This is an optimization exercise on Yosys and OpenROAD, whose aim is small area, a short achievable clock period and few clock cycles per item, not a production implementation. Function was checked by simulation only, so behaviour that the tests miss may differ from the original. No driver is modelled on the clock port, so clocking that relies on it looks cheaper here than on a real chip. No activity file was given, so power comes from the tool's default toggle rates.

==> flow/design.v (excerpt) <==
module tick_pipeline(
  clk, rst, in_valid, in_price, out_valid, out_signal, fast_dbg, slow_dbg
);
Size: roughly 8000 um2 of cells after synthesis.
export LEC_CHECK = 0
export CAP_MARGIN = 20
export CORE_MARGIN = 2
export CORE_UTILIZATION = 65
export CTS_BUF_LIST = sky130_fd_sc_hd__clkbuf_4 sky130_fd_sc_hd__clkbuf_8
export SETUP_SLACK_MARGIN = 2.15
export SLEW_MARGIN = 20
create_clock -name core_clock -period 5.5 [get_ports {clk}]
standard.sh (not shown) runs the stock make flow with config.mk's settings and CLKGATE_MAP_FILE= SYNTH_SCRIPT=/design/flow/synth_recipe.tcl, a recipe that flattens the netlist after the stock synthesis.
==> flow/flow/run.sh <==
#!/bin/bash
# The standard layout (standard.sh), with small port buffers, and a post-CTS
# hook (flow/skew.tcl) that clocks the tick-mode registers from their own
# clock buffer ahead of the tree's leaves.
set -euo pipefail
bash standard.sh "BUFFER_PORTS_ARGS=-buffer_cell sky130_fd_sc_hd__buf_1" \
  "POST_CTS_TCL=$(pwd)/flow/skew.tcl" finish > flow.log 2>&1
==> flow/flow/skew.tcl <==
# Post-CTS hook: clock the registers of the tick's mode (tick_upd, tick_ld,
# seeded) from their own clock buffer on the clock port, ahead of the tree's
# leaves. Their inputs come from the ports, where slack is ample; their
# outputs feed only registers inside the design (the EMAs and out_valid),
# whose paths from them gain the time. Then repair timing again.
set block [ord::get_db_block]
set db [ord::get_db]
set master [$db findMaster sky130_fd_sc_hd__clkbuf_16]
set clknet [$block findNet clk]
if { $clknet == "NULL" } { error "skew.tcl: no clk net" }

set flops {}
foreach inst [$block getInsts] {
  set name [$inst getName]
  if { [regexp {^(tick_upd|tick_ld|seeded)\$} $name] } {
    lappend flops $inst
  }
}
puts "skew.tcl: [llength $flops] mode registers"
if { [llength $flops] == 0 } { error "skew.tcl: no mode registers found" }

# place the buffer at the registers' centroid; detailed placement legalizes it
set sx 0
set sy 0
foreach f $flops {
  set loc [$f getLocation]
  set sx [expr { $sx + [lindex $loc 0] }]
  set sy [expr { $sy + [lindex $loc 1] }]
}
set n [llength $flops]
set buf [odb::dbInst_create $block $master clkbuf_early]
$buf setLocation [expr { int($sx / $n) }] [expr { int($sy / $n) }]
$buf setPlacementStatus PLACED
set early [odb::dbNet_create $block clknet_early]
$early setSigType CLOCK
[$buf findITerm A] connect $clknet
[$buf findITerm X] connect $early
foreach f $flops {
  set it [$f findITerm CLK]
  $it disconnect
  $it connect $early
}
global_connect

detailed_placement
check_placement -verbose
estimate_parasitics -placement
report_clock_skew
repair_timing_helper
detailed_placement
check_placement -verbose
Testbench counts at the start, summed over its fixed seeds: cycles 32,016, items 32,000.
Edit:
- CORE_UTILIZATION: 65 -> 55
- SETUP_SLACK_MARGIN: 2.15 -> 2.1
What happened: Sequential power barely changes. Setup slack loses 0.056 ns. Total power goes down by about 1%. Combinational power goes down by about 2%. Worst hold slack gains 0.019 ns. Via count goes down by about 1.8%.
Edit:
==> flow/flow/run.sh (replaced) <==
#!/bin/bash
set -euo pipefail
bash standard.sh "BUFFER_PORTS_ARGS=-buffer_cell sky130_fd_sc_hd__buf_1" finish > flow.log 2>&1
- CORE_UTILIZATION: 55 -> 65
- SETUP_SLACK_MARGIN: 2.1 -> 2.5
removed: flow/flow/skew.tcl
After rerunning:
- via count increases by a few percent
- worst setup slack is worse by 0.054 ns
- total power rises by a few percent
- die area drops by about a fifth
- routed wire length grows by a few percent
- area after synthesis stays the same
- worst hold slack loses 0.023 ns
Edit:
- SETUP_SLACK_MARGIN: 2.5 -> 2.0
Result:
- clock skew hardly moves
- final area fell by a few percent
- sequential power is about the same
- non-clock buffer count falls by 18
- setup slack loses 0.082 ns
Edit:
==> flow/flow/run.sh (replaced) <==
#!/bin/bash
set -euo pipefail
bash standard.sh "BUFFER_PORTS_ARGS=-buffer_cell sky130_fd_sc_hd__buf_2" finish > flow.log 2>&1
- ABC_CLOCK_PERIOD_IN_PS: not set -> 2500
- CORE_UTILIZATION: 65 -> 40
- CTS_BUF_LIST: sky130_fd_sc_hd__clkbuf_4 sky130_fd_sc_hd__clkbuf_8 -> not set
- SETUP_SLACK_MARGIN: 2.0 -> 2.5
=> Maximum frequency goes up by a few percent. Non-clock buffer count came out higher by 39. Hold slack gains 0.0098 ns. Global-route usage is lower by 9.7 points. Cell count is higher by roughly a tenth. Flip-flop and latch count does not change. Total power grows by about a fifth. Final area came out higher by about a fifth.
Edit:
==> flow/flow/run.sh (replaced) <==
#!/bin/bash
# The standard layout (standard.sh), with small port buffers, and a post-CTS
# hook (flow/skew.tcl) that clocks the tick-mode registers from their own
# clock buffer ahead of the tree's leaves.
set -euo pipefail
bash standard.sh "BUFFER_PORTS_ARGS=-buffer_cell sky130_fd_sc_hd__buf_1" \
  "POST_CTS_TCL=$(pwd)/flow/skew.tcl" finish > flow.log 2>&1
==> flow/flow/skew.tcl (new file) <==
# Post-CTS hook: clock the registers of the tick's mode (tick_upd, tick_ld,
# seeded) from their own clock buffer on the clock port, ahead of the tree's
# leaves. Their inputs come from the ports, where slack is ample; their
# outputs feed only registers inside the design (the EMAs and out_valid),
# whose paths from them gain the time. Then repair timing again.
set block [ord::get_db_block]
set db [ord::get_db]
set master [$db findMaster sky130_fd_sc_hd__clkbuf_16]
set clknet [$block findNet clk]
if { $clknet == "NULL" } { error "skew.tcl: no clk net" }

set flops {}
foreach inst [$block getInsts] {
  set name [$inst getName]
  if { [regexp {^(tick_upd|tick_ld|seeded)\$} $name] } {
    lappend flops $inst
  }
}
puts "skew.tcl: [llength $flops] mode registers"
if { [llength $flops] == 0 } { error "skew.tcl: no mode registers found" }

# place the buffer at the registers' centroid; detailed placement legalizes it
set sx 0
set sy 0
foreach f $flops {
  set loc [$f getLocation]
  set sx [expr { $sx + [lindex $loc 0] }]
  set sy [expr { $sy + [lindex $loc 1] }]
}
set n [llength $flops]
set buf [odb::dbInst_create $block $master clkbuf_early]
$buf setLocation [expr { int($sx / $n) }] [expr { int($sy / $n) }]
$buf setPlacementStatus PLACED
set early [odb::dbNet_create $block clknet_early]
$early setSigType CLOCK
[$buf findITerm A] connect $clknet
[$buf findITerm X] connect $early
foreach f $flops {
  set it [$f findITerm CLK]
  $it disconnect
  $it connect $early
}
global_connect

detailed_placement
check_placement -verbose
estimate_parasitics -placement
report_clock_skew
repair_timing_helper
detailed_placement
check_placement -verbose
- ABC_CLOCK_PERIOD_IN_PS: 2500 -> not set
- CORE_UTILIZATION: 40 -> 65
- CTS_BUF_LIST: not set -> sky130_fd_sc_hd__clkbuf_4 sky130_fd_sc_hd__clkbuf_8
- SETUP_SLACK_MARGIN: 2.5 -> 2.7
What happened: Utilization grows by 31 points. Power rose by 1.9%. Sequential share of layout area came out higher by 1.2 points. Cell area falls by 4.2%. Register-to-register slack improves by 0.04 ns. Global-route usage goes up by 16 points. Sequential cell count is unchanged.


Setup of run A:
tick_pipeline again, from the RTL that the note above started with.
// tick_pipeline
module tick_pipeline(
  clk, rst, in_valid, in_price, out_valid, out_signal, fast_dbg, slow_dbg
);
Settings: LEC_CHECK=0, CAP_MARGIN=20, CORE_MARGIN=2, CORE_UTILIZATION=65, CTS_BUF_LIST=sky130_fd_sc_hd__clkbuf_4 sky130_fd_sc_hd__clkbuf_8, SETUP_SLACK_MARGIN=2.0, SLEW_MARGIN=20; clock period 5.5 ns.
==> flow/flow/run.sh <==
#!/bin/bash
# The standard layout (standard.sh), with small port buffers, and a post-CTS
# hook (flow/skew.tcl) that clocks the tick-mode registers from their own
# clock buffer ahead of the tree's leaves.
set -euo pipefail
bash standard.sh "BUFFER_PORTS_ARGS=-buffer_cell sky130_fd_sc_hd__buf_1" \
  "POST_CTS_TCL=$(pwd)/flow/skew.tcl" finish > flow.log 2>&1
==> flow/flow/skew.tcl <==
# Post-CTS hook: clock the registers of the tick's mode (tick_upd, tick_ld,
# seeded) from their own clock buffer on the clock port, ahead of the tree's
# leaves. Their inputs come from the ports, where slack is ample; their
# outputs feed only registers inside the design (the EMAs and out_valid),
# whose paths from them gain the time. Then repair timing again.
set block [ord::get_db_block]
set db [ord::get_db]
set master [$db findMaster sky130_fd_sc_hd__clkbuf_4]
set clknet [$block findNet clk]
if { $clknet == "NULL" } { error "skew.tcl: no clk net" }

set flops {}
foreach inst [$block getInsts] {
  set name [$inst getName]
  if { [regexp {^(tick_upd|tick_ld|seeded)\$} $name] } {
    lappend flops $inst
  }
}
puts "skew.tcl: [llength $flops] mode registers"
if { [llength $flops] == 0 } { error "skew.tcl: no mode registers found" }

# place the buffer at the registers' centroid; detailed placement legalizes it
set sx 0
set sy 0
foreach f $flops {
  set loc [$f getLocation]
  set sx [expr { $sx + [lindex $loc 0] }]
  set sy [expr { $sy + [lindex $loc 1] }]
}
set n [llength $flops]
set buf [odb::dbInst_create $block $master clkbuf_early]
$buf setLocation [expr { int($sx / $n) }] [expr { int($sy / $n) }]
$buf setPlacementStatus PLACED
set early [odb::dbNet_create $block clknet_early]
$early setSigType CLOCK
[$buf findITerm A] connect $clknet
[$buf findITerm X] connect $early
foreach f $flops {
  set it [$f findITerm CLK]
  $it disconnect
  $it connect $early
}
global_connect

detailed_placement
check_placement -verbose
estimate_parasitics -placement
report_clock_skew
repair_timing_helper
detailed_placement
check_placement -verbose
Run A completed; timing, DRC and antenna clean
Testbench counts of run A, summed over its fixed seeds: cycles 32,016, items 32,000.
Here is what was changed in the inputs of run B compared with run A.
Settings: swapping 2.0 for 2.3 in SETUP_SLACK_MARGIN.
-- flow/flow/skew.tcl --
<<< run A, line 7
set db [ord::get_db]
set master [$db findMaster sky130_fd_sc_hd__clkbuf_4]
set clknet [$block findNet clk]
>>> run B, line 7
set db [ord::get_db]
set master [$db findMaster sky130_fd_sc_hd__clkbuf_16]
set clknet [$block findNet clk]
[summary]
Taking run A as the reference, in run B setup slack rose 0.22 ns, period utilization shrank by 4.0 points.
Higher via count goes to run B over run A.
Between run B and run A, the difference in post-synthesis xor/xnor area fraction is negligible.
In run B, maximum frequency is higher than in run A.
Against run A, run B reports a power after layout that is higher.
Setup changes, run B to run C
Settings: SETUP_SLACK_MARGIN now 2.0, was 2.3; CORE_UTILIZATION now 80, was 65.
Notes after the runs:
Going from run B to run C, maximum number of pins on one net before global-route repair grew by more than half. Sort run C and run B by worst setup slack after layout, ascending, and run C comes first. As of run C, wire length had risen by more than 10% compared to run B. Effective utilization at floorplan ended up 16 points higher on run C than on run B.
The inputs of run D differ from those of run C as listed below.
Settings: CTS_BUF_LIST removed (was sky130_fd_sc_hd__clkbuf_4 sky130_fd_sc_hd__clkbuf_8); CORE_UTILIZATION changed from 80 to 65.
==> flow/flow/run.sh <==
#!/bin/bash
set -euo pipefail
bash standard.sh "BUFFER_PORTS_ARGS=-buffer_cell sky130_fd_sc_hd__buf_2" finish > flow.log 2>&1
removed: flow/flow/skew.tcl
--- outcome ---
- [run D vs run C] internal power consumption: higher in run D
- Termination of the worst setup path: u_slow.out_avg[19] -> run D, u_slow.out_avg[30] -> run C
- Delta (run D minus run C): worst ir drop on vdd saw a decrease, power share of the clock group picked up an extra 0.4 points, starting density of the core dropped 16 points, initial antenna violation count roughly the same, clock power has increased.
- Re placed wire-length estimate after detailed placement: run C and run D aren't equal, and the higher value belongs to run C.
- Compared to run C, run D has routed wire length 3500 µm lower.


tick_pipeline again, from the RTL that the note above started with.
export LEC_CHECK = 0
export CAP_MARGIN = 20
export CORE_MARGIN = 2
export CORE_UTILIZATION = 65
export CTS_BUF_LIST = sky130_fd_sc_hd__clkbuf_4 sky130_fd_sc_hd__clkbuf_8
export SETUP_SLACK_MARGIN = 2.0
export SLEW_MARGIN = 20
create_clock -name core_clock -period 5.5 [get_ports {clk}]
==> flow/flow/run.sh <==
#!/bin/bash
# The standard layout (standard.sh), with small port buffers, and a post-CTS
# hook (flow/skew.tcl) that clocks the input-stage registers from their own
# clock buffer ahead of the tree's leaves.
set -euo pipefail
bash standard.sh "BUFFER_PORTS_ARGS=-buffer_cell sky130_fd_sc_hd__buf_1" \
  "POST_CTS_TCL=$(pwd)/flow/skew.tcl" finish > flow.log 2>&1
==> flow/flow/skew.tcl <==
# Post-CTS hook: clock the input-stage registers (the registered tick and its
# mode: tick_x, tick_upd, tick_ld, seeded) from their own clock buffer on the
# clock port, ahead of the tree's leaves. Their inputs come from the ports,
# where slack is ample; their outputs feed only the EMA registers inside the
# design, whose paths from them gain the time. Then repair timing again.
set block [ord::get_db_block]
set db [ord::get_db]
set master [$db findMaster sky130_fd_sc_hd__clkbuf_16]
set clknet [$block findNet clk]
if { $clknet == "NULL" } { error "skew.tcl: no clk net" }

set flops {}
foreach inst [$block getInsts] {
  set name [$inst getName]
  if { [regexp {^(tick_x|tick_upd|tick_ld|seeded)[\[$]} $name] } {
    lappend flops $inst
  }
}
puts "skew.tcl: [llength $flops] input-stage registers"
if { [llength $flops] == 0 } { error "skew.tcl: no input-stage registers found" }

# place the buffer at the registers' centroid; detailed placement legalizes it
set sx 0
set sy 0
foreach f $flops {
  set loc [$f getLocation]
  set sx [expr { $sx + [lindex $loc 0] }]
  set sy [expr { $sy + [lindex $loc 1] }]
}
set n [llength $flops]
set buf [odb::dbInst_create $block $master clkbuf_early]
$buf setLocation [expr { int($sx / $n) }] [expr { int($sy / $n) }]
$buf setPlacementStatus PLACED
set early [odb::dbNet_create $block clknet_early]
$early setSigType CLOCK
[$buf findITerm A] connect $clknet
[$buf findITerm X] connect $early
foreach f $flops {
  set it [$f findITerm CLK]
  $it disconnect
  $it connect $early
}
global_connect

detailed_placement
check_placement -verbose
estimate_parasitics -placement
report_clock_skew
repair_timing_helper
detailed_placement
check_placement -verbose
Testbench counts at the start, summed over its fixed seeds: cycles 32,016, items 32,000.
Change:
==> flow/flow/run.sh (replaced) <==
#!/bin/bash
set -euo pipefail
bash standard.sh "BUFFER_PORTS_ARGS=-buffer_cell sky130_fd_sc_hd__buf_2" finish > flow.log 2>&1
Settings changed: ABC_CLOCK_PERIOD_IN_PS set to 3500, CORE_UTILIZATION 65 to 40, CTS_BUF_LIST sky130_fd_sc_hd__clkbuf_4 sky130_fd_sc_hd__clkbuf_8 to unset, SETUP_SLACK_MARGIN 2.0 to 1.5.
removed: flow/flow/skew.tcl
After rerunning: The changed run ran to the end with no violations. Total power rises by a few percent. Sequential power is about the same. Final area rises by a few percent. Area after synthesis does not change. Routed wire length rises by a few percent. Die area rises by well over a third. Core utilization falls by 27 points. Hold slack gets worse by 0.012 ns. Global-route usage falls by 12 points. Maximum frequency falls by roughly a tenth.
Change:
Settings changed: ABC_CLOCK_PERIOD_IN_PS 3500 to unset, CORE_UTILIZATION 40 to 65, PLACE_DENSITY set to 0.8, SETUP_SLACK_MARGIN 1.5 to 2.0.
Final cell count went down by a few percent.
Design area went up by a few percent.
Routed wire length barely changes.
Clock skew went up by 0.0053 ns.
Global-route usage went up by 12 points.
Change:
==> flow/flow/run.sh (replaced) <==
#!/bin/bash
# The standard layout (standard.sh), with small port buffers, and a post-CTS
# hook (flow/skew.tcl) that clocks the tick-mode registers from their own
# clock buffer ahead of the tree's leaves.
set -euo pipefail
bash standard.sh "BUFFER_PORTS_ARGS=-buffer_cell sky130_fd_sc_hd__buf_1" \
  "POST_CTS_TCL=$(pwd)/flow/skew.tcl" finish > flow.log 2>&1
==> flow/flow/skew.tcl (new file) <==
# Post-CTS hook: clock the registers of the tick's mode (tick_upd, tick_ld,
# seeded) from their own clock buffer on the clock port, ahead of the tree's
# leaves. Their inputs come from the ports, where slack is ample; their
# outputs feed only registers inside the design (the EMAs and out_valid),
# whose paths from them gain the time. Then repair timing again.
set block [ord::get_db_block]
set db [ord::get_db]
set master [$db findMaster sky130_fd_sc_hd__clkbuf_16]
set clknet [$block findNet clk]
if { $clknet == "NULL" } { error "skew.tcl: no clk net" }

set flops {}
foreach inst [$block getInsts] {
  set name [$inst getName]
  if { [regexp {^(tick_upd|tick_ld|seeded)\$} $name] } {
    lappend flops $inst
  }
}
puts "skew.tcl: [llength $flops] mode registers"
if { [llength $flops] == 0 } { error "skew.tcl: no mode registers found" }

# place the buffer at the registers' centroid; detailed placement legalizes it
set sx 0
set sy 0
foreach f $flops {
  set loc [$f getLocation]
  set sx [expr { $sx + [lindex $loc 0] }]
  set sy [expr { $sy + [lindex $loc 1] }]
}
set n [llength $flops]
set buf [odb::dbInst_create $block $master clkbuf_early]
$buf setLocation [expr { int($sx / $n) }] [expr { int($sy / $n) }]
$buf setPlacementStatus PLACED
set early [odb::dbNet_create $block clknet_early]
$early setSigType CLOCK
[$buf findITerm A] connect $clknet
[$buf findITerm X] connect $early
foreach f $flops {
  set it [$f findITerm CLK]
  $it disconnect
  $it connect $early
}
global_connect

detailed_placement
check_placement -verbose
estimate_parasitics -placement
report_clock_skew
repair_timing_helper
detailed_placement
check_placement -verbose
Settings changed: CTS_BUF_LIST set to sky130_fd_sc_hd__clkbuf_4 sky130_fd_sc_hd__clkbuf_8, GPL_TIMING_DRIVEN set to 1, PLACE_DENSITY 0.8 to unset.
Result: The changed run produced a clean layout; cell count goes down by about 1.4%; first-iteration DRC count falls by 22%; global-route usage stays flat; sequential power is about the same; maximum frequency came out higher by 3.5%; routed wire length shrinks by about 4%; sequential share of layout area came out higher by 1.2 points; area after synthesis does not change; worst setup slack gains 0.11 ns.
Change:
==> flow/flow/run.sh (replaced) <==
#!/bin/bash
set -euo pipefail
bash standard.sh "BUFFER_PORTS_ARGS=-buffer_cell sky130_fd_sc_hd__buf_2" finish > flow.log 2>&1
Settings changed: CORE_UTILIZATION 65 to 40, CTS_BUF_LIST sky130_fd_sc_hd__clkbuf_4 sky130_fd_sc_hd__clkbuf_8 to unset, GPL_TIMING_DRIVEN 1 to unset.
removed: flow/flow/skew.tcl
=>
- wire length climbs by 7.1%
- sequential cell count stays the same
- worst setup slack loses 0.19 ns
- synthesized cell count stays the same
- area after synthesis is unchanged
- final area climbs by 5.2%
- worst hold slack loses 0.026 ns

what the ideal ports hide:
No port has a modelled driver above. Below, the same layouts with a new extraction and two added sets of constraints.
Step 1 (the two cells are an assumption about what drives the block):
set clk [get_ports {clk}]
set_driving_cell -lib_cell sky130_fd_sc_hd__clkbuf_16 $clk
set_driving_cell -lib_cell sky130_fd_sc_hd__buf_2 [delete_from_list [all_inputs] $clk]
Step 2, shift: input delay + t, output delay - t, t = (earliest + latest rising clock arrival at the registers) / 2. This alone moves slack from input paths to output paths.
Slacks: no drivers / after step 1 / after step 2; pairs: no drivers / after step 1.
run | t, ns | setup slack, ns | worst setup path after step 2 | latest minus earliest clock arrival (ns)
the first run of note 1 | 0.300 | 2.310 / 2.310 / 2.310 | register to register | 0.298 / 0.297
the second run of note 1 | 0.302 | 2.254 / 2.254 / 2.254 | register to register | 0.300 / 0.300
the third run of note 1 | 0.430 | 2.200 / 2.200 / 2.200 | register to register | 0.012 / 0.013
the fourth run of note 1 | 0.426 | 2.117 / 2.117 / 2.117 | register to register | 0.015 / 0.015
the fifth run of note 1 | 0.407 | 2.200 / 2.200 / 2.200 | register to register | 0.012 / 0.012
the sixth run of note 1 | 0.304 | 2.239 / 2.239 / 2.239 | register to register | 0.298 / 0.298
run A | 0.296 | 2.180 / 2.180 / 2.180 | register to register | 0.282 / 0.282
run B | 0.299 | 2.398 / 2.398 / 2.398 | register to register | 0.295 / 0.295
run C | 0.305 | 2.078 / 2.078 / 2.078 | register to register | 0.306 / 0.307
run D | 0.401 | 2.087 / 2.087 / 2.087 | register to register | 0.009 / 0.009
the first run of note 3 | 0.295 | 2.238 / 2.238 / 2.238 | register to register | 0.291 / 0.291
the second run of note 3 | 0.396 | 1.770 / 1.770 / 1.770 | register to register | 0.010 / 0.009
the third run of note 3 | 0.395 | 2.124 / 2.124 / 2.124 | register to register | 0.014 / 0.014
the fourth run of note 3 | 0.295 | 2.238 / 2.238 / 2.238 | register to register | 0.291 / 0.291
the fifth run of note 3 | 0.404 | 2.052 / 2.052 / 2.052 | register to register | 0.010 / 0.010
Clock arrivals are far apart in the second run of note 1 and run C, so t is only a midpoint there and step 2 fits no single register.
